This is an optimization exercise on Yosys and OpenROAD, whose aim is a short achievable clock period and few clock cycles, not a production implementation. RTL that was checked went through simulation tests only; none was proved equivalent to the original. Power and IR drop assume default switching activity.

== maple ==
Design alu, start of the top module:
module alu(
    output [15:0] data_out,
    output        valid_out,
    output        cmd_out,
    input  [15:0] data_in,
    input         valid_in,
    input         cmd_in,
    output        amm_read,
    output [7:0]  amm_address,
    input  [7:0]  amm_readdata,
    input         amm_waitrequest,
    input  [1:0]  amm_response,
    input clk,
    input rst_n
    );
make LEC_CHECK=0 CAP_MARGIN=20 CORE_MARGIN=2 CORE_UTILIZATION=40 PLACE_DENSITY=0.6 SLEW_MARGIN=20 finish   # period 6.5 ns
run.sh (not shown) runs the stock make flow with config.mk's settings and CLKGATE_MAP_FILE= SYNTH_SCRIPT=/design/flow/synth_recipe.tcl, a recipe that flattens the netlist after the stock synthesis.
Testbench counts of maple, summed over its fixed seeds: cycles 204,229.
[inputs] pepper vs maple
--- a/flow/config.mk
+++ b/flow/config.mk
@@ -7,0 +8 @@
+export ABC_CLOCK_PERIOD_IN_PS = 2000
@@ -11,0 +13 @@
+export SETUP_SLACK_MARGIN = 4.6
@@ -12,0 +15 @@
+export TNS_END_PERCENT = 100
--- outcome ---
| number of antenna violations at the first check in global routing | higher: maple |
pepper ended up with a higher share of the core filled with cells than maple did.
Peak supply drop is lower on maple
Delta (pepper minus maple): final critical-path required period moved down; number of cells in the finished layout apart from fillers saw an increase; fraction of met2 tracks used by global routing moved up; per-cell via count in the routed design grew by 0.17; smallest setup slack after layout picked up an extra 910 ps.
Total number of multi-input combinational cells essentially unchanged between maple and pepper.
Diff maple -> pepper | non-clock buffer count | up by more than 100%
Number of buffers and inverters on the critical path (lower): maple

* * *

Setup of rev 12:
The RTL this note starts from:
==> flow/design.v <==
module alu(
    output [15:0] data_out,
    output        valid_out,
    output        cmd_out,
    input  [15:0] data_in,
    input         valid_in,
    input         cmd_in,
    output        amm_read,
    output [7:0]  amm_address,
    input  [7:0]  amm_readdata,
    input         amm_waitrequest,
    input  [1:0]  amm_response,
    input clk,
    input rst_n
    );
    localparam QN = 63;
    reg        idle;         
    reg        inpkt;        
    reg        taking;       
    reg        vo_r, co_r;   
    reg [11:0] do_r;
    reg        ar_r;         
    reg [7:0]  aa_r;
    reg [3:0]  opc;
    reg [5:0]  rem;          
    reg        first;        
    reg        err;
    reg        stopq;        
    reg        killq;        
    reg        b0_ind;       
    reg        first_rd;     
    reg [7:0]  q [0:QN-1];   
    reg [5:0]  qcnt;         
    reg [11:0] sum_s, sum_c;
    reg [7:0]  lor, lxor, lnand;
    reg        hasop;
    reg [7:0]  opa, opb;
    wire [7:0] din    = data_in[7:0];
    wire [1:0] mod    = data_in[9:8];
    wire [3:0] op_in  = data_in[11:8];
    wire [5:0] nof_in = data_in[5:0];
    wire hdr_in    = valid_in & cmd_in;
    wire beat      = valid_in & ~cmd_in & taking;
    wire dir       = beat & (mod == 2'b00);
    wire ind       = beat & (mod == 2'b01);
    wire forb      = (din[7:4] == 4'h1) | (din[7:4] == 4'h2) |
                     (din[7:4] == 4'h8) | (din[7:4] == 4'h9);
    wire last_beat = beat & (rem == 6'd1);
    wire unary_in = (op_in[3:2] == 2'b01);
    wire shift_in = (op_in == 4'd8) | (op_in == 4'd9);
    wire reject   = (nof_in == 6'd0) | (unary_in & (nof_in != 6'd1));
    wire sherr    = shift_in & (nof_in != 6'd2);
    wire rdone  = ar_r & ~amm_waitrequest;
    wire rbad   = rdone & (amm_response != 2'b00);
    wire rgood  = rdone & (amm_response == 2'b00);
    wire push   = ind & ~forb & ~stopq & ~rbad;
    wire pop    = rdone;
    wire kill_n = killq | rbad;
    reg [QN:0] qv;           
    integer i;
    always @(*)
        for (i = 0; i <= QN; i = i + 1)
            qv[i] = (qcnt > i);
    reg [7:0] q_n [0:QN-1];
    always @(*)
        for (i = 0; i < QN; i = i + 1)
            if (pop)
                q_n[i] = (i < QN-1 && qv[i+1]) ? q[i < QN-1 ? i+1 : 0] : din;
            else
                q_n[i] = qv[i] ? q[i] : din;
    wire [5:0] qb     = idle ? 6'd0 : qcnt;
    wire [5:0] qinc   = qb + 6'd1;
    wire [5:0] qdec   = qb - 6'd1;
    wire [5:0] qcnt_n = push ? (pop ? qb : qinc) : (pop ? qdec : qb);
    wire q0_n     = push | qv[1] | (qv[0] & ~pop);
    wire rd_next  = q0_n & ~kill_n;
    wire comp     = inpkt & (~taking | last_beat) & ~rd_next;
    wire err_next = err | (ind & forb) | rbad;
    wire        live = ~idle;
    wire [11:0] s0  = live ? sum_s : 12'd0;
    wire [11:0] c0  = live ? sum_c : 12'd0;
    wire [7:0]  rg  = rgood ? amm_readdata : 8'h00;
    wire        rd_a = first_rd & b0_ind;
    wire [11:0] xs = s0 ^ c0 ^ {4'b0, din};
    wire [11:0] xc = {(s0[10:0] & c0[10:0]) | (s0[10:0] & {3'b0, din}) |
                      (c0[10:0] & {3'b0, din}), 1'b0};
    wire [11:0] ys = xs ^ xc ^ {4'b0, rg};
    wire [11:0] yc = {(xs[10:0] & xc[10:0]) | (xs[10:0] & {3'b0, rg}) |
                      (xc[10:0] & {3'b0, rg}), 1'b0};
    wire [11:0] zs = s0 ^ c0 ^ {4'b0, rg};
    wire [11:0] zc = {(s0[10:0] & c0[10:0]) | (s0[10:0] & {3'b0, rg}) |
                      (c0[10:0] & {3'b0, rg}), 1'b0};
    wire [7:0]  lor0   = live ? (lor | rg) : 8'h00;
    wire [7:0]  lxor0  = live ? (lxor ^ rg) : 8'h00;
    wire [7:0]  lnand0 = live ? (lnand | (rgood ? ~amm_readdata : 8'h00)) : 8'h00;
    wire        has0   = live & (hasop | rgood);
    wire [7:0]  opa0   = ~live ? 8'h00 : (rgood & rd_a) ? amm_readdata : opa;
    wire [7:0]  opb0   = ~live ? 8'h00 : (rgood & ~rd_a) ? amm_readdata : opb;
    wire [11:0] total = sum_s + sum_c;
    reg  [11:0] res;
    always @(*) begin
        case (opc)
            4'd0: res = total;
            4'd1: res = hasop ? {4'b0, ~lnand} : 12'hFFF;
            4'd2: res = {4'b0, lor};
            4'd3: res = {4'b0, lxor};
            4'd4: res = hasop ? {4'b0, ~lor} : 12'h000;
            4'd5: res = hasop ? {4'b0, lor} + 12'd1 : 12'h000;
            4'd6: res = hasop ? {4'b0, lor} - 12'd1 : 12'h000;
            4'd7: res = hasop ? {4'b0, 8'd0 - lor} : 12'h000;
            4'd8: res = {4'b0, opa} >> opb;
            4'd9: res = {4'b0, opa << opb};
            default: res = 12'h000;
        endcase
    end
    always @(posedge clk) begin
        for (i = 0; i < QN; i = i + 1)
            q[i] <= q_n[i];
        aa_r <= q0_n ? q_n[0] : 8'h00;
        if (vo_r & co_r) begin
            vo_r <= 1'b1;
            co_r <= 1'b0;
            do_r <= err ? 12'hBAD : res;
        end else begin
            vo_r <= (idle & hdr_in & reject) | comp;
            co_r <= 1'b1;
            do_r <= {7'b0, idle | err_next, idle ? op_in : opc};
        end
        sum_s <= dir ? ys : zs;
        sum_c <= dir ? yc : zc;
        lor   <= dir ? (lor0 | din) : lor0;
        lxor  <= dir ? (lxor0 ^ din) : lxor0;
        lnand <= dir ? (lnand0 | ~din) : lnand0;
        hasop <= has0 | dir;
        qcnt  <= qcnt_n;
        opa   <= (dir & first) ? din : opa0;
        opb   <= (dir & ~first) ? din : opb0;
        if (idle) begin
            opc      <= op_in;
            rem      <= nof_in;
            first    <= 1'b1;
            err      <= reject | sherr;
            stopq    <= sherr;
            killq    <= 1'b0;
            b0_ind   <= 1'b0;
            first_rd <= 1'b1;
        end else begin
            if (beat) begin
                rem   <= rem - 6'd1;
                first <= 1'b0;
                if (first & (mod == 2'b01)) b0_ind <= 1'b1;
            end
            err <= err_next;
            if ((ind & forb) | rbad) stopq <= 1'b1;
            if (rbad) killq <= 1'b1;
            if (rdone) first_rd <= 1'b0;
        end
        if (~rst_n) begin
            idle   <= 1'b1;
            inpkt  <= 1'b0;
            taking <= 1'b0;
            vo_r   <= 1'b0;
            ar_r   <= 1'b0;
        end else begin
            idle   <= (vo_r & ~co_r) | (idle & ~hdr_in);
            inpkt  <= (idle & hdr_in & ~reject) | (inpkt & ~comp);
            taking <= (idle & hdr_in & ~reject) | (taking & ~last_beat);
            ar_r   <= inpkt & rd_next;
        end
    end
    assign data_out    = {4'b0, do_r};
    assign valid_out   = vo_r;
    assign cmd_out     = co_r;
    assign amm_read    = ar_r;
    assign amm_address = aa_r;
endmodule
clock: 6.5 ns
lec_check: 0
abc_clock_period_in_ps: 2000
cap_margin: 20
core_margin: 2
core_utilization: 40
place_density: 0.6
setup_slack_margin: 4.35
slew_margin: 20
tns_end_percent: 100
Rev 12 finished end to end and its layout was clean on timing, DRC and antenna.
Testbench counts of rev 12, summed over its fixed seeds: cycles 204,229.
Input changes introduced in rev 13 (baseline for comparison: rev 12):
- SETUP_SLACK_MARGIN changed from 4.35 to 4.4
- PLACE_DENSITY changed from 0.6 to 0.7
- CORE_UTILIZATION changed from 40 to 50
==> results.txt <==
- Timing, DRC, antenna: 0 failures across rev 13 and rev 12
- [compare] base=rev 12 new=rev 13: largest driver fanout on the critical path went up 2; routed length on met2 went up 14%; global placement routability congestion went down about 3.3%; count of plain and timing-repair buffers went up 74; final area went up about 5%.

* * *

RTL: the design.v shown in full above, as it stands there.
clock: 6.5 ns
lec_check: 0
abc_clock_period_in_ps: 2000
cap_margin: 20
core_margin: 2
core_utilization: 40
place_density: 0.6
setup_slack_margin: 4.6
slew_margin: 20
tns_end_percent: 100
standard.sh (not shown) runs the stock make flow with config.mk's settings and CLKGATE_MAP_FILE= SYNTH_SCRIPT=/design/flow/synth_recipe.tcl, a recipe that flattens the netlist after the stock synthesis.
==> flow/flow/run.sh <==
#!/bin/bash
# Standard layout, with the clock tree built from larger sink clusters.
set -uo pipefail
export CTS_ARGS="-sink_clustering_enable -repair_clock_nets -sink_clustering_size 50 -sink_clustering_max_diameter 50"
bash standard.sh > standard_flow.log 2>&1
The baseline completed without violations.
Testbench counts at the start, summed over its fixed seeds: cycles 204,229.
Next try:
==> flow/run.sh (new file) <==
#!/bin/bash
# synth_recipe.tcl (not shown) runs the flow's synth.tcl, then flattens the netlist and writes it again
# the make line also repeats each setting of config.mk as NAME=value (left out here)
make -C /OpenROAD-flow-scripts/flow DESIGN_CONFIG=/design/flow/config.mk WORK_HOME=/design/flow/orfs CLKGATE_MAP_FILE= SYNTH_SCRIPT=/design/flow/synth_recipe.tcl finish
- CTS_CLUSTER_DIAMETER: not set -> 100
- CTS_CLUSTER_SIZE: not set -> 30
removed: flow/flow/run.sh
removed: flow/standard.sh
The changed run went through all stages and came out clean. Routed wire length is lower by 1.1%. Critical path depth does not change. Global-route usage is lower by 0.42 points. Via count is lower by 1.0%.
Next try:
- CORE_UTILIZATION: 40 -> 45
- CTS_CLUSTER_DIAMETER: 100 -> not set
- CTS_CLUSTER_SIZE: 30 -> not set
- PLACE_DENSITY: 0.6 -> 0.65
The changed run finished clean.
Via count rose by 7.4%.
Utilization rose by 9.9 points.
Critical path depth rose by 9.
Power rose by 25%.
Clock power rose by 79%.
Next try:
- ABC_CLOCK_PERIOD_IN_PS: 2000 -> 1200
- CORE_UTILIZATION: 45 -> 40
- PLACE_DENSITY: 0.65 -> 0.6
=> Total power increases by 2.1%. Cell count is higher by 2.4%. Routed wire length goes down by 6.6%.
Next try:
- ABC_CLOCK_PERIOD_IN_PS: 1200 -> 2000
- SETUP_SLACK_MARGIN: 4.6 -> 4.2
=> Worst setup slack is worse by 0.071 ns. Routed wire length came out lower by about a fifth. Maximum frequency is lower by a few percent. Register-to-register slack loses 0.05 ns. Total power went down slightly. Clock power rose by a few percent.
Next try:
- SETUP_SLACK_MARGIN: 4.2 -> 5.0
Result: Synthesized cell count is unchanged; clock skew rose by 0.012 ns; sequential share of layout area came out lower by 7.6 points.

* * *

RTL: the design.v shown in full above, as it stands there.
Settings: LEC_CHECK=0, ABC_CLOCK_PERIOD_IN_PS=2000, CAP_MARGIN=20, CORE_MARGIN=2, CORE_UTILIZATION=40, PLACE_DENSITY=0.6, SETUP_SLACK_MARGIN=4.6, SLEW_MARGIN=20, TNS_END_PERCENT=100; clock period 6.5 ns.
==> flow/flow/run.sh <==
#!/bin/bash
# Standard layout, with the clock tree built from larger sink clusters.
set -uo pipefail
export CTS_ARGS="-sink_clustering_enable -repair_clock_nets -sink_clustering_size 30 -sink_clustering_max_diameter 60"
bash standard.sh > standard_flow.log 2>&1
Testbench counts at the start, summed over its fixed seeds: cycles 204,229.
Then changed:
==> flow/run.sh (new file) <==
#!/bin/bash
# synth_recipe.tcl (not shown) runs the flow's synth.tcl, then flattens the netlist and writes it again
# the make line also repeats each setting of config.mk as NAME=value (left out here)
make -C /OpenROAD-flow-scripts/flow DESIGN_CONFIG=/design/flow/config.mk WORK_HOME=/design/flow/orfs CLKGATE_MAP_FILE= SYNTH_SCRIPT=/design/flow/synth_recipe.tcl finish
removed: flow/flow/run.sh
removed: flow/standard.sh
Critical path depth goes up by 2.
Worst setup slack improved by 0.18 ns.
Die area is unchanged.
Area after synthesis stays the same.

* * *

lane 5:
alu, a different RTL version from the one above (not shown whole).
Size: about 2,900 cells after synthesis, roughly 630 flip-flops, about 0.025 mm2 of cells after synthesis.
Settings: LEC_CHECK=0, ABC_CLOCK_PERIOD_IN_PS=2000, CAP_MARGIN=20, CORE_MARGIN=2, CORE_UTILIZATION=60, PLACE_DENSITY=0.7, SETUP_SLACK_MARGIN=4.6, SLEW_MARGIN=20, TNS_END_PERCENT=100; clock period 6.5 ns.
run.sh (not shown) runs the stock make flow with config.mk's settings and CLKGATE_MAP_FILE= SYNTH_SCRIPT=/design/flow/synth_recipe.tcl, a recipe that flattens the netlist after the stock synthesis.
Stock flow here: none of the scripts above is used.
Lane 5 did not finish; a tool error ended it in global routing.
--- input diff lane 5..lane 1 ---
- PLACE_DENSITY changed from 0.7 to 0.6
- CORE_UTILIZATION changed from 60 to 40
### Flow results
- Taking lane 5 as the reference, in lane 1 placement-stage worst setup slack saw a decrease, arithmetic-cell share of the synthesized area counting full adders, half adders and majority gates has remained practically unchanged.
- Lane 1: flow completed, timing, DRC and antenna clean
- In the reports for lane 5 and lane 1, the smaller instance area at placement belongs to lane 5.
- In terms of synthesized-area fraction occupied by xor and xnor cells, lane 1 and lane 5 differ only marginally.
- Lane 1 vs lane 5 — number of post-CTS setup repair buffers climbed by a few percent
- Re initial standard-cell utilization of the core: lane 5 was higher than lane 1.
- Compared lane 1 vs lane 5, and detailed placement HPWL is up in lane 1.
- Compared with lane 5, standard-cell row count in lane 1 increased by more than 10%.
No functional check of the RTL was part of any run of this note.

static timing again, ports no longer ideal:
How much do the figures lean on ideal ports? The routed layouts below were timed once more, with nothing changed but the port constraints. Step 1 assumes that a clkbuf_16 drives the clock port and a buf_2 every other input. Step 2 moves the port delays by t, midway between the first and last clock arrival at a register: inputs arrive t later, outputs are due t later. That takes back most of the time a late clock gives input paths. Slacks: ideal / step 1 / step 2; pairs: ideal / step 1.
run | shift t [ns] | slack for setup (ns) | worst setup path after step 2 | slew at the worst register clock pin (ns) | pins driven straight from the clock port
maple | 0.658 | 2.658 / 2.689 / 2.031 | input to register | 0.06 / 0.06 | 1
pepper | 0.657 | 3.570 / 3.570 / 3.494 | input to register | 0.06 / 0.06 | 1
rev 12 | 0.674 | 4.057 / 4.049 / 3.375 | input to register | 0.06 / 0.06 | 1
rev 13 | 0.659 | 3.830 / 3.847 / 3.189 | input to register | 0.07 / 0.07 | 1
the first run of note 3 | 0.680 | 4.082 / 4.025 / 3.481 | input to register | 0.08 / 0.08 | 1
the second run of note 3 | 0.676 | 4.116 / 4.060 / 3.463 | input to register | 0.12 / 0.12 | 1
the third run of note 3 | 0.675 | 4.046 / 4.030 / 3.380 | input to register | 0.07 / 0.07 | 1
the fourth run of note 3 | 0.663 | 4.130 / 4.079 / 3.477 | input to register | 0.06 / 0.06 | 1
the fifth run of note 3 | 0.670 | 4.060 / 4.032 / 3.376 | input to register | 0.06 / 0.06 | 1
the sixth run of note 3 | 0.675 | 3.968 / 3.971 / 3.296 | input to register | 0.07 / 0.07 | 1
the first run of note 4 | 0.663 | 3.950 / 3.949 / 3.286 | input to register | 0.11 / 0.11 | 1
the second run of note 4 | 0.663 | 4.130 / 4.079 / 3.477 | input to register | 0.06 / 0.06 | 1
lane 1 | 0.677 | 3.555 / 3.555 / 3.094 | input to register | 0.07 / 0.07 | 1
After both steps setup and hold are still met in every run listed. For the fifth run of note 3, which loses most, drivers alone change the setup slack by -0.028 ns; drivers and shift together by -0.684 ns.
